Background: an optimization exercise with open tools, aiming at small area, a short achievable clock period and few clock cycles. Do not read the settings as production practice.
No run shown here included a check of the RTL's function; only the layout flow was run.

## flow/run.sh

```bash
#!/bin/bash
# synth_recipe.tcl (not shown) runs the flow's synth.tcl, then flattens the netlist and writes it again
# the make line also repeats each setting of config.mk as NAME=value (left out here)
make -C /OpenROAD-flow-scripts/flow DESIGN_CONFIG=/design/flow/config.mk WORK_HOME=/design/flow/orfs CLKGATE_MAP_FILE= SYNTH_SCRIPT=/design/flow/synth_recipe.tcl finish
```

## flow/config.mk

```make
export PLATFORM = sky130hd
export DESIGN_NAME = CORDIC
export DESIGN_NICKNAME = CORDIC
export VERILOG_FILES = /design/flow/design.v
export SDC_FILE = /design/flow/constraint.sdc
export NUM_CORES = 4
export LEC_CHECK = 0
export ABC_AREA = 0
export CAP_MARGIN = 20
export CORE_MARGIN = 2
export CORE_UTILIZATION = 40
export SETUP_SLACK_MARGIN = 4
export SLEW_MARGIN = 20
export SYNTH_HIERARCHICAL = 1
export SYNTH_MINIMUM_KEEP_SIZE = 0
```

## flow/constraint.sdc

```tcl
create_clock -name core_clock -period 7.5 [get_ports {clk}]
set_input_delay 1.5000 -clock core_clock [delete_from_list [all_inputs] [get_ports {clk}]]
set_output_delay 1.5000 -clock core_clock [all_outputs]
set_load 0.01 [all_outputs]
```

## flow/design.v

```verilog
module CORDIC #(parameter integer W = 32)
(
    input wire clk,
    input wire start,
    input wire signed [31:0] x,
    input wire signed [31:0] y,
    output wire signed [W-1:0]phi,
    output wire done
);
reg [31:0] xr;
reg [31:0] yr;
reg [31:0] z;
reg [4:0] cnt;
reg [4:0] cntn;   
reg dn;
reg b27;
wire d = yr[31];
wire [31:0] xs, ys, xn, yn, za, zn;
cordic_shr u_shx (.a(yr), .s(cnt), .o(xs));
cordic_shr u_shy (.a(xr), .s(~cntn), .o(ys));
cordic_addsub u_addx (.a(xr), .b(xs), .inv(d), .o(xn));
cordic_addsub u_addy (.a(yr), .b(ys), .inv(~d), .o(yn));
cordic_ztab u_tab (.i(cnt), .d(d), .dn(dn), .o(za));
cordic_add u_addz (.a(z), .b(za), .o(zn));
cordic_fin u_fin (.a(z), .b(b27), .o(phi));
assign done = dn;
always @(posedge clk) begin
    if (start) begin
        xr  <= x;
        yr  <= y;
        z   <= 32'h906dfdfb;
    end else begin
        xr  <= xn;
        yr  <= yn;
        z   <= zn;
    end
    if (start) begin
        cnt <= 5'd0;
        cntn <= 5'h1f;
        dn  <= 1'b0;
    end else if (!dn) begin
        cnt <= cnt + 5'd1;
        cntn <= ~(cnt + 5'd1);
        dn  <= (cnt == 5'd26);
        b27 <= ~yn[31];
    end
end
endmodule
module cordic_pg (input wire [31:0] a, input wire [31:0] b, input wire cin, output wire [31:0] p, output wire [31:0] g);
assign p = a ^ b;
assign g = {a[31:1] & b[31:1], (a[0] & b[0]) | ((a[0] ^ b[0]) & cin)};
endmodule
module cordic_sum (input wire [31:0] p, input wire [31:0] c, input wire cin, output wire [31:0] o);
assign o = p ^ {c[30:0], cin};
endmodule
module cordic_sumn (input wire [31:0] p, input wire [31:0] c, input wire cin, output wire [31:0] o);
assign o = p ^ {~c[30:0], cin};
endmodule
module cordic_xor (input wire [31:0] a, input wire s, output wire [31:0] o);
assign o = a ^ {32{s}};
endmodule
module cordic_shr (input wire [31:0] a, input wire [4:0] s, output wire [31:0] o);
wire [31:0] l0 = s[0] ? {{1{a[31]}}, a[31:1]} : a;
wire [31:0] l1 = s[1] ? {{2{l0[31]}}, l0[31:2]} : l0;
wire [31:0] l2 = s[2] ? {{4{l1[31]}}, l1[31:4]} : l1;
wire [31:0] l3 = s[3] ? {{8{l2[31]}}, l2[31:8]} : l2;
wire [31:0] l4 = s[4] ? {{16{l3[31]}}, l3[31:16]} : l3;
assign o = l4;
endmodule
module cordic_sk_lv0 (input wire [31:0] gi, input wire [31:0] pi, output wire [31:0] go, output wire [31:0] po);
assign go[0] = ~gi[0];
assign po[0] = ~pi[0];
assign go[1] = ~(gi[1] | (pi[1] & gi[0]));
assign po[1] = ~(pi[1] & pi[0]);
assign go[2] = ~gi[2];
assign po[2] = ~pi[2];
assign go[3] = ~(gi[3] | (pi[3] & gi[2]));
assign po[3] = ~(pi[3] & pi[2]);
assign go[4] = ~gi[4];
assign po[4] = ~pi[4];
assign go[5] = ~(gi[5] | (pi[5] & gi[4]));
assign po[5] = ~(pi[5] & pi[4]);
assign go[6] = ~gi[6];
assign po[6] = ~pi[6];
assign go[7] = ~(gi[7] | (pi[7] & gi[6]));
assign po[7] = ~(pi[7] & pi[6]);
assign go[8] = ~gi[8];
assign po[8] = ~pi[8];
assign go[9] = ~(gi[9] | (pi[9] & gi[8]));
assign po[9] = ~(pi[9] & pi[8]);
assign go[10] = ~gi[10];
assign po[10] = ~pi[10];
assign go[11] = ~(gi[11] | (pi[11] & gi[10]));
assign po[11] = ~(pi[11] & pi[10]);
assign go[12] = ~gi[12];
assign po[12] = ~pi[12];
assign go[13] = ~(gi[13] | (pi[13] & gi[12]));
assign po[13] = ~(pi[13] & pi[12]);
assign go[14] = ~gi[14];
assign po[14] = ~pi[14];
assign go[15] = ~(gi[15] | (pi[15] & gi[14]));
assign po[15] = ~(pi[15] & pi[14]);
assign go[16] = ~gi[16];
assign po[16] = ~pi[16];
assign go[17] = ~(gi[17] | (pi[17] & gi[16]));
assign po[17] = ~(pi[17] & pi[16]);
assign go[18] = ~gi[18];
assign po[18] = ~pi[18];
assign go[19] = ~(gi[19] | (pi[19] & gi[18]));
assign po[19] = ~(pi[19] & pi[18]);
assign go[20] = ~gi[20];
assign po[20] = ~pi[20];
assign go[21] = ~(gi[21] | (pi[21] & gi[20]));
assign po[21] = ~(pi[21] & pi[20]);
assign go[22] = ~gi[22];
assign po[22] = ~pi[22];
assign go[23] = ~(gi[23] | (pi[23] & gi[22]));
assign po[23] = ~(pi[23] & pi[22]);
assign go[24] = ~gi[24];
assign po[24] = ~pi[24];
assign go[25] = ~(gi[25] | (pi[25] & gi[24]));
assign po[25] = ~(pi[25] & pi[24]);
assign go[26] = ~gi[26];
assign po[26] = ~pi[26];
assign go[27] = ~(gi[27] | (pi[27] & gi[26]));
assign po[27] = ~(pi[27] & pi[26]);
assign go[28] = ~gi[28];
assign po[28] = ~pi[28];
assign go[29] = ~(gi[29] | (pi[29] & gi[28]));
assign po[29] = ~(pi[29] & pi[28]);
assign go[30] = ~gi[30];
assign po[30] = ~pi[30];
assign go[31] = ~(gi[31] | (pi[31] & gi[30]));
assign po[31] = ~(pi[31] & pi[30]);
endmodule
module cordic_sk_lv1 (input wire [31:0] gi, input wire [31:0] pi, output wire [31:0] go, output wire [31:0] po);
assign go[0] = ~gi[0];
assign po[0] = ~pi[0];
assign go[1] = ~gi[1];
assign po[1] = ~pi[1];
assign go[2] = ~(gi[2] & (pi[2] | gi[1]));
assign po[2] = ~(pi[2] | pi[1]);
assign go[3] = ~(gi[3] & (pi[3] | gi[1]));
assign po[3] = ~(pi[3] | pi[1]);
assign go[4] = ~gi[4];
assign po[4] = ~pi[4];
assign go[5] = ~gi[5];
assign po[5] = ~pi[5];
assign go[6] = ~(gi[6] & (pi[6] | gi[5]));
assign po[6] = ~(pi[6] | pi[5]);
assign go[7] = ~(gi[7] & (pi[7] | gi[5]));
assign po[7] = ~(pi[7] | pi[5]);
assign go[8] = ~gi[8];
assign po[8] = ~pi[8];
assign go[9] = ~gi[9];
assign po[9] = ~pi[9];
assign go[10] = ~(gi[10] & (pi[10] | gi[9]));
assign po[10] = ~(pi[10] | pi[9]);
assign go[11] = ~(gi[11] & (pi[11] | gi[9]));
assign po[11] = ~(pi[11] | pi[9]);
assign go[12] = ~gi[12];
assign po[12] = ~pi[12];
assign go[13] = ~gi[13];
assign po[13] = ~pi[13];
assign go[14] = ~(gi[14] & (pi[14] | gi[13]));
assign po[14] = ~(pi[14] | pi[13]);
assign go[15] = ~(gi[15] & (pi[15] | gi[13]));
assign po[15] = ~(pi[15] | pi[13]);
assign go[16] = ~gi[16];
assign po[16] = ~pi[16];
assign go[17] = ~gi[17];
assign po[17] = ~pi[17];
assign go[18] = ~(gi[18] & (pi[18] | gi[17]));
assign po[18] = ~(pi[18] | pi[17]);
assign go[19] = ~(gi[19] & (pi[19] | gi[17]));
assign po[19] = ~(pi[19] | pi[17]);
assign go[20] = ~gi[20];
assign po[20] = ~pi[20];
assign go[21] = ~gi[21];
assign po[21] = ~pi[21];
assign go[22] = ~(gi[22] & (pi[22] | gi[21]));
assign po[22] = ~(pi[22] | pi[21]);
assign go[23] = ~(gi[23] & (pi[23] | gi[21]));
assign po[23] = ~(pi[23] | pi[21]);
assign go[24] = ~gi[24];
assign po[24] = ~pi[24];
assign go[25] = ~gi[25];
assign po[25] = ~pi[25];
assign go[26] = ~(gi[26] & (pi[26] | gi[25]));
assign po[26] = ~(pi[26] | pi[25]);
assign go[27] = ~(gi[27] & (pi[27] | gi[25]));
assign po[27] = ~(pi[27] | pi[25]);
assign go[28] = ~gi[28];
assign po[28] = ~pi[28];
assign go[29] = ~gi[29];
assign po[29] = ~pi[29];
assign go[30] = ~(gi[30] & (pi[30] | gi[29]));
assign po[30] = ~(pi[30] | pi[29]);
assign go[31] = ~(gi[31] & (pi[31] | gi[29]));
assign po[31] = ~(pi[31] | pi[29]);
endmodule
module cordic_sk_lv2 (input wire [31:0] gi, input wire [31:0] pi, output wire [31:0] go, output wire [31:0] po);
assign go[0] = ~gi[0];
assign po[0] = ~pi[0];
assign go[1] = ~gi[1];
assign po[1] = ~pi[1];
assign go[2] = ~gi[2];
assign po[2] = ~pi[2];
assign go[3] = ~gi[3];
assign po[3] = ~pi[3];
assign go[4] = ~(gi[4] | (pi[4] & gi[3]));
assign po[4] = ~(pi[4] & pi[3]);
assign go[5] = ~(gi[5] | (pi[5] & gi[3]));
assign po[5] = ~(pi[5] & pi[3]);
assign go[6] = ~(gi[6] | (pi[6] & gi[3]));
assign po[6] = ~(pi[6] & pi[3]);
assign go[7] = ~(gi[7] | (pi[7] & gi[3]));
assign po[7] = ~(pi[7] & pi[3]);
assign go[8] = ~gi[8];
assign po[8] = ~pi[8];
assign go[9] = ~gi[9];
assign po[9] = ~pi[9];
assign go[10] = ~gi[10];
assign po[10] = ~pi[10];
assign go[11] = ~gi[11];
assign po[11] = ~pi[11];
assign go[12] = ~(gi[12] | (pi[12] & gi[11]));
assign po[12] = ~(pi[12] & pi[11]);
assign go[13] = ~(gi[13] | (pi[13] & gi[11]));
assign po[13] = ~(pi[13] & pi[11]);
assign go[14] = ~(gi[14] | (pi[14] & gi[11]));
assign po[14] = ~(pi[14] & pi[11]);
assign go[15] = ~(gi[15] | (pi[15] & gi[11]));
assign po[15] = ~(pi[15] & pi[11]);
assign go[16] = ~gi[16];
assign po[16] = ~pi[16];
assign go[17] = ~gi[17];
assign po[17] = ~pi[17];
assign go[18] = ~gi[18];
assign po[18] = ~pi[18];
assign go[19] = ~gi[19];
assign po[19] = ~pi[19];
assign go[20] = ~(gi[20] | (pi[20] & gi[19]));
assign po[20] = ~(pi[20] & pi[19]);
assign go[21] = ~(gi[21] | (pi[21] & gi[19]));
assign po[21] = ~(pi[21] & pi[19]);
assign go[22] = ~(gi[22] | (pi[22] & gi[19]));
assign po[22] = ~(pi[22] & pi[19]);
assign go[23] = ~(gi[23] | (pi[23] & gi[19]));
assign po[23] = ~(pi[23] & pi[19]);
assign go[24] = ~gi[24];
assign po[24] = ~pi[24];
assign go[25] = ~gi[25];
assign po[25] = ~pi[25];
assign go[26] = ~gi[26];
assign po[26] = ~pi[26];
assign go[27] = ~gi[27];
assign po[27] = ~pi[27];
assign go[28] = ~(gi[28] | (pi[28] & gi[27]));
assign po[28] = ~(pi[28] & pi[27]);
assign go[29] = ~(gi[29] | (pi[29] & gi[27]));
assign po[29] = ~(pi[29] & pi[27]);
assign go[30] = ~(gi[30] | (pi[30] & gi[27]));
assign po[30] = ~(pi[30] & pi[27]);
assign go[31] = ~(gi[31] | (pi[31] & gi[27]));
assign po[31] = ~(pi[31] & pi[27]);
endmodule
module cordic_sk_lv3 (input wire [31:0] gi, input wire [31:0] pi, output wire [31:0] go, output wire [31:0] po);
assign go[0] = ~gi[0];
assign po[0] = ~pi[0];
assign go[1] = ~gi[1];
assign po[1] = ~pi[1];
assign go[2] = ~gi[2];
assign po[2] = ~pi[2];
assign go[3] = ~gi[3];
assign po[3] = ~pi[3];
assign go[4] = ~gi[4];
assign po[4] = ~pi[4];
assign go[5] = ~gi[5];
assign po[5] = ~pi[5];
assign go[6] = ~gi[6];
assign po[6] = ~pi[6];
assign go[7] = ~gi[7];
assign po[7] = ~pi[7];
assign go[8] = ~(gi[8] & (pi[8] | gi[7]));
assign po[8] = ~(pi[8] | pi[7]);
assign go[9] = ~(gi[9] & (pi[9] | gi[7]));
assign po[9] = ~(pi[9] | pi[7]);
assign go[10] = ~(gi[10] & (pi[10] | gi[7]));
assign po[10] = ~(pi[10] | pi[7]);
assign go[11] = ~(gi[11] & (pi[11] | gi[7]));
assign po[11] = ~(pi[11] | pi[7]);
assign go[12] = ~(gi[12] & (pi[12] | gi[7]));
assign po[12] = ~(pi[12] | pi[7]);
assign go[13] = ~(gi[13] & (pi[13] | gi[7]));
assign po[13] = ~(pi[13] | pi[7]);
assign go[14] = ~(gi[14] & (pi[14] | gi[7]));
assign po[14] = ~(pi[14] | pi[7]);
assign go[15] = ~(gi[15] & (pi[15] | gi[7]));
assign po[15] = ~(pi[15] | pi[7]);
assign go[16] = ~gi[16];
assign po[16] = ~pi[16];
assign go[17] = ~gi[17];
assign po[17] = ~pi[17];
assign go[18] = ~gi[18];
assign po[18] = ~pi[18];
assign go[19] = ~gi[19];
assign po[19] = ~pi[19];
assign go[20] = ~gi[20];
assign po[20] = ~pi[20];
assign go[21] = ~gi[21];
assign po[21] = ~pi[21];
assign go[22] = ~gi[22];
assign po[22] = ~pi[22];
assign go[23] = ~gi[23];
assign po[23] = ~pi[23];
assign go[24] = ~(gi[24] & (pi[24] | gi[23]));
assign po[24] = ~(pi[24] | pi[23]);
assign go[25] = ~(gi[25] & (pi[25] | gi[23]));
assign po[25] = ~(pi[25] | pi[23]);
assign go[26] = ~(gi[26] & (pi[26] | gi[23]));
assign po[26] = ~(pi[26] | pi[23]);
assign go[27] = ~(gi[27] & (pi[27] | gi[23]));
assign po[27] = ~(pi[27] | pi[23]);
assign go[28] = ~(gi[28] & (pi[28] | gi[23]));
assign po[28] = ~(pi[28] | pi[23]);
assign go[29] = ~(gi[29] & (pi[29] | gi[23]));
assign po[29] = ~(pi[29] | pi[23]);
assign go[30] = ~(gi[30] & (pi[30] | gi[23]));
assign po[30] = ~(pi[30] | pi[23]);
assign go[31] = ~(gi[31] & (pi[31] | gi[23]));
assign po[31] = ~(pi[31] | pi[23]);
endmodule
module cordic_sk_lv4 (input wire [31:0] gi, input wire [31:0] pi, output wire [31:0] go, output wire [31:0] po);
assign go[0] = ~gi[0];
assign po[0] = ~pi[0];
assign go[1] = ~gi[1];
assign po[1] = ~pi[1];
assign go[2] = ~gi[2];
assign po[2] = ~pi[2];
assign go[3] = ~gi[3];
assign po[3] = ~pi[3];
assign go[4] = ~gi[4];
assign po[4] = ~pi[4];
assign go[5] = ~gi[5];
assign po[5] = ~pi[5];
assign go[6] = ~gi[6];
assign po[6] = ~pi[6];
assign go[7] = ~gi[7];
assign po[7] = ~pi[7];
assign go[8] = ~gi[8];
assign po[8] = ~pi[8];
assign go[9] = ~gi[9];
assign po[9] = ~pi[9];
assign go[10] = ~gi[10];
assign po[10] = ~pi[10];
assign go[11] = ~gi[11];
assign po[11] = ~pi[11];
assign go[12] = ~gi[12];
assign po[12] = ~pi[12];
assign go[13] = ~gi[13];
assign po[13] = ~pi[13];
assign go[14] = ~gi[14];
assign po[14] = ~pi[14];
assign go[15] = ~gi[15];
assign po[15] = ~pi[15];
assign go[16] = ~(gi[16] | (pi[16] & gi[15]));
assign po[16] = ~(pi[16] & pi[15]);
assign go[17] = ~(gi[17] | (pi[17] & gi[15]));
assign po[17] = ~(pi[17] & pi[15]);
assign go[18] = ~(gi[18] | (pi[18] & gi[15]));
assign po[18] = ~(pi[18] & pi[15]);
assign go[19] = ~(gi[19] | (pi[19] & gi[15]));
assign po[19] = ~(pi[19] & pi[15]);
assign go[20] = ~(gi[20] | (pi[20] & gi[15]));
assign po[20] = ~(pi[20] & pi[15]);
assign go[21] = ~(gi[21] | (pi[21] & gi[15]));
assign po[21] = ~(pi[21] & pi[15]);
assign go[22] = ~(gi[22] | (pi[22] & gi[15]));
assign po[22] = ~(pi[22] & pi[15]);
assign go[23] = ~(gi[23] | (pi[23] & gi[15]));
assign po[23] = ~(pi[23] & pi[15]);
assign go[24] = ~(gi[24] | (pi[24] & gi[15]));
assign po[24] = ~(pi[24] & pi[15]);
assign go[25] = ~(gi[25] | (pi[25] & gi[15]));
assign po[25] = ~(pi[25] & pi[15]);
assign go[26] = ~(gi[26] | (pi[26] & gi[15]));
assign po[26] = ~(pi[26] & pi[15]);
assign go[27] = ~(gi[27] | (pi[27] & gi[15]));
assign po[27] = ~(pi[27] & pi[15]);
assign go[28] = ~(gi[28] | (pi[28] & gi[15]));
assign po[28] = ~(pi[28] & pi[15]);
assign go[29] = ~(gi[29] | (pi[29] & gi[15]));
assign po[29] = ~(pi[29] & pi[15]);
assign go[30] = ~(gi[30] | (pi[30] & gi[15]));
assign po[30] = ~(pi[30] & pi[15]);
assign go[31] = ~(gi[31] | (pi[31] & gi[15]));
assign po[31] = ~(pi[31] & pi[15]);
endmodule
module cordic_addsub (input wire [31:0] a, input wire [31:0] b, input wire inv, output wire [31:0] o);
wire [31:0] bx;
cordic_xor u_x (.a(b), .s(inv), .o(bx));
wire [31:0] p, g0;
cordic_pg u_pg (.a(a), .b(bx), .cin(inv), .p(p), .g(g0));
wire [31:0] g1, p1;
cordic_sk_lv0 u_l0 (.gi(g0), .pi(p), .go(g1), .po(p1));
wire [31:0] g2, p2;
cordic_sk_lv1 u_l1 (.gi(g1), .pi(p1), .go(g2), .po(p2));
wire [31:0] g3, p3;
cordic_sk_lv2 u_l2 (.gi(g2), .pi(p2), .go(g3), .po(p3));
wire [31:0] g4, p4;
cordic_sk_lv3 u_l3 (.gi(g3), .pi(p3), .go(g4), .po(p4));
wire [31:0] g5, p5;
cordic_sk_lv4 u_l4 (.gi(g4), .pi(p4), .go(g5), .po(p5));
cordic_sumn u_s (.p(p), .c(g5), .cin(inv), .o(o));
endmodule
module cordic_add (input wire [31:0] a, input wire [31:0] b, output wire [31:0] o);
wire [31:0] bx = b;
wire [31:0] p, g0;
cordic_pg u_pg (.a(a), .b(bx), .cin(1'b0), .p(p), .g(g0));
wire [31:0] g1, p1;
cordic_sk_lv0 u_l0 (.gi(g0), .pi(p), .go(g1), .po(p1));
wire [31:0] g2, p2;
cordic_sk_lv1 u_l1 (.gi(g1), .pi(p1), .go(g2), .po(p2));
wire [31:0] g3, p3;
cordic_sk_lv2 u_l2 (.gi(g2), .pi(p2), .go(g3), .po(p3));
wire [31:0] g4, p4;
cordic_sk_lv3 u_l3 (.gi(g3), .pi(p3), .go(g4), .po(p4));
wire [31:0] g5, p5;
cordic_sk_lv4 u_l4 (.gi(g4), .pi(p4), .go(g5), .po(p5));
cordic_sumn u_s (.p(p), .c(g5), .cin(1'b0), .o(o));
endmodule
module cordic_ztab (input wire [4:0] i, input wire d, input wire dn, output wire [31:0] o);
wire [31:0] t =
    ({32{i == 5'd0}} & 32'h6487ed52) |
    ({32{i == 5'd1}} & 32'h3b58ce0a) |
    ({32{i == 5'd2}} & 32'h1f5b75fa) |
    ({32{i == 5'd3}} & 32'h0feadd4e) |
    ({32{i == 5'd4}} & 32'h07fd56ee) |
    ({32{i == 5'd5}} & 32'h03ffaab8) |
    ({32{i == 5'd6}} & 32'h01fff556) |
    ({32{i == 5'd7}} & 32'h00fffeaa) |
    ({32{i == 5'd8}} & 32'h007fffd6) |
    ({32{i == 5'd9}} & 32'h003ffffa) |
    ({32{i == 5'd10}} & 32'h00200000) |
    ({32{i == 5'd11}} & 32'h00100000) |
    ({32{i == 5'd12}} & 32'h00080000) |
    ({32{i == 5'd13}} & 32'h00040000) |
    ({32{i == 5'd14}} & 32'h00020000) |
    ({32{i == 5'd15}} & 32'h00010000) |
    ({32{i == 5'd16}} & 32'h00008000) |
    ({32{i == 5'd17}} & 32'h00004000) |
    ({32{i == 5'd18}} & 32'h00002000) |
    ({32{i == 5'd19}} & 32'h00001000) |
    ({32{i == 5'd20}} & 32'h00000800) |
    ({32{i == 5'd21}} & 32'h00000400) |
    ({32{i == 5'd22}} & 32'h00000200) |
    ({32{i == 5'd23}} & 32'h00000100) |
    ({32{i == 5'd24}} & 32'h00000080) |
    ({32{i == 5'd25}} & 32'h00000040) |
    ({32{i == 5'd26}} & 32'h00000020);
assign o = (d | dn) ? 32'h0 : t;
endmodule
module cordic_fin (input wire [31:0] a, input wire b, output wire [31:0] o);
assign o = {a[31:4] + {27'd0, b}, a[3:0]};
endmodule
```

==> results of run 1 <==
## critical path, cell delays in order, from the launching register on
cell,delay (ns)
dfxtp_4,0.37
buf_12,0.14
buf_4,0.12
mux4_2,0.53
mux2_2,0.33
nand2_1,0.08
o211ai_1,0.16
xor2_1,0.20
ha_1,0.31
a21o_1,0.23
a21oi_4,0.20
o21ai_4,0.10
a21oi_4,0.23
o21ai_4,0.09
buf_12,0.16
a21oi_4,0.12
xnor2_1,0.09
mux2_2,0.26
## worst paths after layout
check,slack (ns),depth (start not counted),startpoint,end
setup / recovery,3.65,17,cnt[1]$_SDFFE_PP0N_,xr[26]$_DFF_P_
hold / removal,0.49,2,cntn[4]$_SDFFE_PP1N_,cntn[4]$_SDFFE_PP1N_
setup reg to reg,3.65,17,cnt[1]$_SDFFE_PP0N_,xr[26]$_DFF_P_
hold reg to reg,0.49,2,cntn[4]$_SDFFE_PP1N_,cntn[4]$_SDFFE_PP1N_
## metrics by stage
stage	cells	util, %	hold WS, ns	worst slack [ns]
final	2574	49.4	0.488	3.65
after floorplan	1940	-	0.439	3.76
after CTS	2540	47.1	0.484	3.73
after global routing	2574	49.4	0.539	3.53
after global placement	2461	43.3	0.454	2.54
after detailed placement	2461	43.3	0.461	2.79
## metal layers
metal	routed length [um]	up-vias	GRT usage, %
li1	-	6740	-
met5	0	-	0
met3	2750	94	3.24
met4	1340	0	7.57
met1	22000	6783	33.0
met2	22500	487	39.0
## registers in the layout (all words and copies together), names as in the netlist
name,count
yr,32
b27,1
xr,32
cnt,5
z,32
dn,1
cntn,5
## layout make-up
type / count / area, um^2 / area share [%]
Clock buffer: 11 / 253 / 1.36
Clock inverter: 4 / 80.1 / 0.430
Inverter: 408 / 1590 / 8.56
Multi-Input combinational cell: 1323 / 11800 / 63.2
Sequential cell: 108 / 2210 / 11.9
Tap cell: 511 / 639 / 3.44
Timing Repair Buffer: 204 / 2020 / 10.8
Timing Repair inverter: 5 / 53.8 / 0.289
## what timing repair did
| action | CTS | global route |
|---|---|---|
| setup buffers | 57 | 30 |
| resized for setup | 217 | 133 |
| endpoints found under the setup margin | 111 | 92 |
| gates cloned | 7 | 4 |
| pin swaps | 42 | 55 |
==> notes.md, run 1 <==
synth warn 7; Cell Area, Synth 0.0153 mm^2; H-Tree Depth 3; Die Height 199 um; Initial DRC Count 1,029; most frequent cells in the layout inv_1, nand2_1, xnor2_1, nor2_1, ha_1; Final Net Count 2,226; WP data arrival 4.13 ns; largest net degree at the start of global routing 64; CP Launch Type flip-flop; Synth Area per Inst 7.88 um^2; Clock Sink Count 108; Critical Path Sink Type flip-flop; DR WL/cell 18.9 um; site row count 71; worst hold path class reg2reg; RSZ-0062 raised after global routing true; clk root buf clkbuf_16; Port Buffers 98; Clock Path Buffers 2; commonest non-fill, non-tap cell in the layout inv_1; final setup fails 0; antenna violations before repair 0; Hold-fix buffers, CTS 0; Post-Route WL 48,600 um; ANT nets after route 0; die width 199 um; IO Pins 99; Fillers 3,567; Fin Clk Skew 0.0114 ns; CTS Buf Count 9; die area 0.0398 mm^2; Fmax 260 MHz; total track usage 24.0%; vias per cell 5.48; routed via count 14.1k; Worst-Margin Slew 0.804 ns; drt pass-1 iters 5; placed cell area 0.0163 mm^2; Skew-Pair Late Insertion Delay 0.40 ns; Initial Utilization 40.6%; Req. time, crit path 7.78 ns; clk slew on worst S/H paths 0.08 ns; Slew Limit Fails 0; first-pass GRT wire length 74,400 um; Synth Instances 1,938; Max-slew headroom 46.4%; Max-cap violations 0; layout cells sized above 1 27.3%; DP HPWL 33,800 um; vias in the first global route 13.5k; grt ovf 0; crit path kind reg2reg; Worst Path Max Fanout 8; area grow syn2layout 21.8%; Core Box Area 0.0377 mm^2; routability cong. 0.908; CTS tree done; Total Neg Setup Slack 0 ns; drt drc 0; Final Hold Fails 0; fin crit period 3.85 ns; Final period util 51.3%; number of antenna diodes 0; design area 0.0186 mm^2; status timing/DRC/antenna clean
==> run 2: changes to the inputs <==
--- a/flow/design.v
+++ b/flow/design.v
@@ -11,15 +11,14 @@
 reg [31:0] yr;
 reg [31:0] z;
 reg [4:0] cnt;
-reg [4:0] cntn;   
 reg dn;
 reg b27;
 wire d = yr[31];
 wire [31:0] xs, ys, xn, yn, za, zn;
 cordic_shr u_shx (.a(yr), .s(cnt), .o(xs));
-cordic_shr u_shy (.a(xr), .s(~cntn), .o(ys));
-cordic_addsub u_addx (.a(xr), .b(xs), .inv(d), .o(xn));
-cordic_addsub u_addy (.a(yr), .b(ys), .inv(~d), .o(yn));
+cordic_shr u_shy (.a(xr), .s(cnt), .o(ys));
+cordic_addsub u_addx (.a(xr), .bn(xs), .inv(d), .o(xn));
+cordic_addsub u_addy (.a(yr), .bn(ys), .inv(~d), .o(yn));
 cordic_ztab u_tab (.i(cnt), .d(d), .dn(dn), .o(za));
 cordic_add u_addz (.a(z), .b(za), .o(zn));
 cordic_fin u_fin (.a(z), .b(b27), .o(phi));
@@ -36,11 +35,9 @@
     end
     if (start) begin
         cnt <= 5'd0;
-        cntn <= 5'h1f;
         dn  <= 1'b0;
     end else if (!dn) begin
         cnt <= cnt + 5'd1;
-        cntn <= ~(cnt + 5'd1);
         dn  <= (cnt == 5'd26);
         b27 <= ~yn[31];
     end
@@ -56,15 +53,45 @@
 module cordic_sumn (input wire [31:0] p, input wire [31:0] c, input wire cin, output wire [31:0] o);
 assign o = p ^ {~c[30:0], cin};
 endmodule
+module cordic_pre (input wire [31:0] a, input wire s, output wire [31:0] ax, output wire [31:0] an, output wire [31:0] ad);
+assign ax = a ^ {32{s}};
+assign an = a & ~{32{s}};
+assign ad = a & {32{s}};
+endmodule
+module cordic_pgx (input wire [31:0] ax, input wire [31:0] an, input wire [31:0] ad, input wire [31:0] bn, input wire cin, output wire [31:0] p, output wire [31:0] g);
+wire [31:0] g1 = (bn & ad) | (~bn & an);
+assign p = ~(ax ^ bn);
+assign g = {g1[31:1], g1[0] | (p[0] & cin)};
+endmodule
 module cordic_xor (input wire [31:0] a, input wire s, output wire [31:0] o);
 assign o = a ^ {32{s}};
 endmodule
+module cordic_shl0 (input wire [31:0] a, input wire s, output wire [31:0] o);
+assign o = ~(s ? {{1{a[31]}}, a[31:1]} : a);
+endmodule
+module cordic_shl1 (input wire [31:0] a, input wire s, output wire [31:0] o);
+assign o = ~(s ? {{2{a[31]}}, a[31:2]} : a);
+endmodule
+module cordic_shl2 (input wire [31:0] a, input wire s, output wire [31:0] o);
+assign o = ~(s ? {{4{a[31]}}, a[31:4]} : a);
+endmodule
+module cordic_shl3 (input wire [31:0] a, input wire s, output wire [31:0] o);
+assign o = ~(s ? {{8{a[31]}}, a[31:8]} : a);
+endmodule
+module cordic_shl4 (input wire [31:0] a, input wire s, output wire [31:0] o);
+assign o = ~(s ? {{16{a[31]}}, a[31:16]} : a);
+endmodule
 module cordic_shr (input wire [31:0] a, input wire [4:0] s, output wire [31:0] o);
-wire [31:0] l0 = s[0] ? {{1{a[31]}}, a[31:1]} : a;
-wire [31:0] l1 = s[1] ? {{2{l0[31]}}, l0[31:2]} : l0;
-wire [31:0] l2 = s[2] ? {{4{l1[31]}}, l1[31:4]} : l1;
-wire [31:0] l3 = s[3] ? {{8{l2[31]}}, l2[31:8]} : l2;
-wire [31:0] l4 = s[4] ? {{16{l3[31]}}, l3[31:16]} : l3;
+wire [31:0] l0;
+cordic_shl0 u_l0 (.a(a), .s(s[0]), .o(l0));
+wire [31:0] l1;
+cordic_shl1 u_l1 (.a(l0), .s(s[1]), .o(l1));
+wire [31:0] l2;
+cordic_shl2 u_l2 (.a(l1), .s(s[2]), .o(l2));
+wire [31:0] l3;
+cordic_shl3 u_l3 (.a(l2), .s(s[3]), .o(l3));
+wire [31:0] l4;
+cordic_shl4 u_l4 (.a(l3), .s(s[4]), .o(l4));
 assign o = l4;
 endmodule
 module cordic_sk_lv0 (input wire [31:0] gi, input wire [31:0] pi, output wire [31:0] go, output wire [31:0] po);
@@ -397,11 +424,11 @@
 assign go[31] = ~(gi[31] | (pi[31] & gi[15]));
 assign po[31] = ~(pi[31] & pi[15]);
 endmodule
-module cordic_addsub (input wire [31:0] a, input wire [31:0] b, input wire inv, output wire [31:0] o);
-wire [31:0] bx;
-cordic_xor u_x (.a(b), .s(inv), .o(bx));
+module cordic_addsub (input wire [31:0] a, input wire [31:0] bn, input wire inv, output wire [31:0] o);
+wire [31:0] ax, an, ad;
+cordic_pre u_pre (.a(a), .s(inv), .ax(ax), .an(an), .ad(ad));
 wire [31:0] p, g0;
-cordic_pg u_pg (.a(a), .b(bx), .cin(inv), .p(p), .g(g0));
+cordic_pgx u_pg (.ax(ax), .an(an), .ad(ad), .bn(bn), .cin(inv), .p(p), .g(g0));
 wire [31:0] g1, p1;
 cordic_sk_lv0 u_l0 (.gi(g0), .pi(p), .go(g1), .po(p1));
 wire [31:0] g2, p2;
@@ -415,9 +442,8 @@
 cordic_sumn u_s (.p(p), .c(g5), .cin(inv), .o(o));
 endmodule
 module cordic_add (input wire [31:0] a, input wire [31:0] b, output wire [31:0] o);
-wire [31:0] bx = b;
 wire [31:0] p, g0;
-cordic_pg u_pg (.a(a), .b(bx), .cin(1'b0), .p(p), .g(g0));
+cordic_pg u_pg (.a(a), .b(b), .cin(1'b0), .p(p), .g(g0));
 wire [31:0] g1, p1;
 cordic_sk_lv0 u_l0 (.gi(g0), .pi(p), .go(g1), .po(p1));
 wire [31:0] g2, p2;
==> notes.md, run 2 <==
Slew Limit Fails 0; first-pass GRT wire length 67,400 um; clk root buf clkbuf_16; routability cong. 0.850; Initial Utilization 40.4%; IO Pins 99; Synth Instances 2,014; Port Buffers 98; drt drc 0; Die Height 207 um; worst hold path class reg2reg; DP HPWL 30,800 um; Max-slew headroom 45.7%; DR WL/cell 16.8 um; WP data arrival 3.99 ns; vias in the first global route 12.8k; synth warn 7; drt pass-1 iters 5; CTS Buf Count 9; Initial DRC Count 742; placed cell area 0.0173 mm^2; Worst Path Max Fanout 8; Fillers 3,737; Fin Clk Skew 0.0168 ns; cell family with most CP delay multiplexers; antenna violations before repair 0; Skew-Pair Late Insertion Delay 0.40 ns; die width 207 um; routed via count 13.6k; Core Box Area 0.0407 mm^2; crit-path cells buf_8 -> buf_16 -> mux2i_1 -> mux2i_1 -> mux2i_1 -> buf_4 -> mux2i_1 -> mux2i_2 -> xnor2_2 -> nand2_2 -> nor2_4 -> nand2_1 -> o21ai_4 -> buf_12 -> a21oi_2 -> xnor2_1 -> mux2_4; largest net degree at the start of global routing 63; layout cells sized above 1 30.3%; final core utilization 50.8%; H-Tree Depth 3; CTS tree done; Req. time, crit path 7.78 ns; area grow syn2layout 25.6%; final setup fails 0; status timing/DRC/antenna clean; Critical Path Sink Type flip-flop; ANT nets after route 0; Max-cap violations 0; Cell Area, Synth 0.0165 mm^2; Worst-Margin Slew 0.814 ns; die area 0.0428 mm^2; Post-Route WL 45,500 um; most frequent cells in the layout inv_1, mux2i_1, ha_1, xnor2_1, dfxtp_1; total track usage 20.0%; commonest non-fill, non-tap cell in the layout inv_1; Total Neg Setup Slack 0 ns; Critical Path Max Stage Delay 0.47 ns; grt ovf 0; Hold-fix buffers, CTS 0; crit path buf inv count 4; CP Launch Type flip-flop; cell mode on critical path mux2i_1; Final period util 49.5%; Fmax 269 MHz; fin crit period 3.71 ns; Synth Area per Inst 8.18 um^2; RSZ-0062 raised after global routing true; clk slew on worst S/H paths 0.08 ns; number of antenna diodes 0; design area 0.0207 mm^2; crit path kind reg2reg; Clock Path Buffers 2; Final Net Count 2,391; Final Hold Fails 0; Clock Sink Count 103; CP max-delay cell dfxtp_4; vias per cell 5.05; Largest regs xr (32), yr (32), z (32); site row count 74
## run 2: worst register-to-register path, cell delays in order (launching register included)
cell and delay, ns:
dfxtp_4 0.47, buf_8 0.17, buf_16 0.15, mux2i_1 0.26, mux2i_1 0.17, mux2i_1 0.27
buf_4 0.17, mux2i_1 0.07, mux2i_2 0.30, xnor2_2 0.24, nand2_2 0.16, nor2_4 0.16
nand2_1 0.10, o21ai_4 0.21, buf_12 0.20, a21oi_2 0.07, xnor2_1 0.14, mux2_4 0.30
## run 2: final cells by class
type,instances,area (um^2),share of cell area [%]
Multi-Input combinational cell,1354,13600,65.6
Timing Repair Buffer,221,2230,10.8
Sequential cell,103,2100,10.2
Inverter,471,1790,8.64
Tap cell,532,666,3.22
Clock buffer,9,225,1.09
Clock inverter,7,78.8,0.381
Timing Repair inverter,2,15.0,0.0726
## run 2: path summary, 6_finish.rpt
check | start | endpoint | slack (ns) | cells past startpoint
setup reg to reg | cnt[0]$_SDFFE_PP0N_ | xr[18]$_DFF_P_ | 3.79 | 17
setup / recovery | cnt[0]$_SDFFE_PP0N_ | xr[18]$_DFF_P_ | 3.79 | 17
hold / removal | dn$_SDFF_PP0_ | cnt[1]$_SDFFE_PP0N_ | 0.76 | 2
hold reg to reg | dn$_SDFF_PP0_ | cnt[1]$_SDFFE_PP0N_ | 0.76 | 2
## run 2: through the flow
stage               setup slack [ns]  hold WS [ns]  std cells
global placement                2.78         0.700       2568
CTS                             3.76         0.745       2638
global route                    3.64         0.788       2699
detailed placement              2.71         0.710       2568
finish                          3.79         0.756       2699
floorplan                       3.84         0.591       2016
## run 2: what timing repair did
| action | in CTS | in global routing |
|---|---|---|
| setup buffers | 50 | 55 |
| endpoints found under the hold margin | 0 | 0 |
| pin swaps | 27 | 49 |
| cloned | 4 | 6 |
| endpoints found under the setup margin | 111 | 86 |
| resized for setup | 213 | 309 |
## run 2: routing by layer
metal  up-vias  share of wire, %  routed length (um)  track usage, %
li1       6774                 -                   -               -
met1      6478                43               19400            24.8
met2       318                50               22900            35.7
met3        71               3.8                1720            3.09
met4         0               3.3                1480            5.65
met5         -                 0                   0               0

## static timing again, ports no longer ideal
In the flow no input, the clock included, has a driving cell. The finished layouts below were timed again as built, in two steps.
Step 1 assumes that a clkbuf_16 drives the clock port and a buf_2 every other input.
Step 2 also shifts input and output timing later by t, the mid clock arrival at the registers, as if the neighbouring blocks saw the same clock.
a / b / c = ideal / step 1 / step 2; a / b = the first two.
run	t (ns)	slack for setup (ns)	worst hold slack (ns)	worst setup path at the end	slew at the worst register clock pin (ns)
run 1	0.443	3.651 / 3.651 / 3.651	0.488 / 0.488 / 0.488	register to register	0.09 / 0.09
run 2	0.452	3.787 / 3.738 / 3.787	0.756 / 0.756 / 0.756	register to register	0.09 / 0.09
After both steps setup and hold are still met in every run listed.
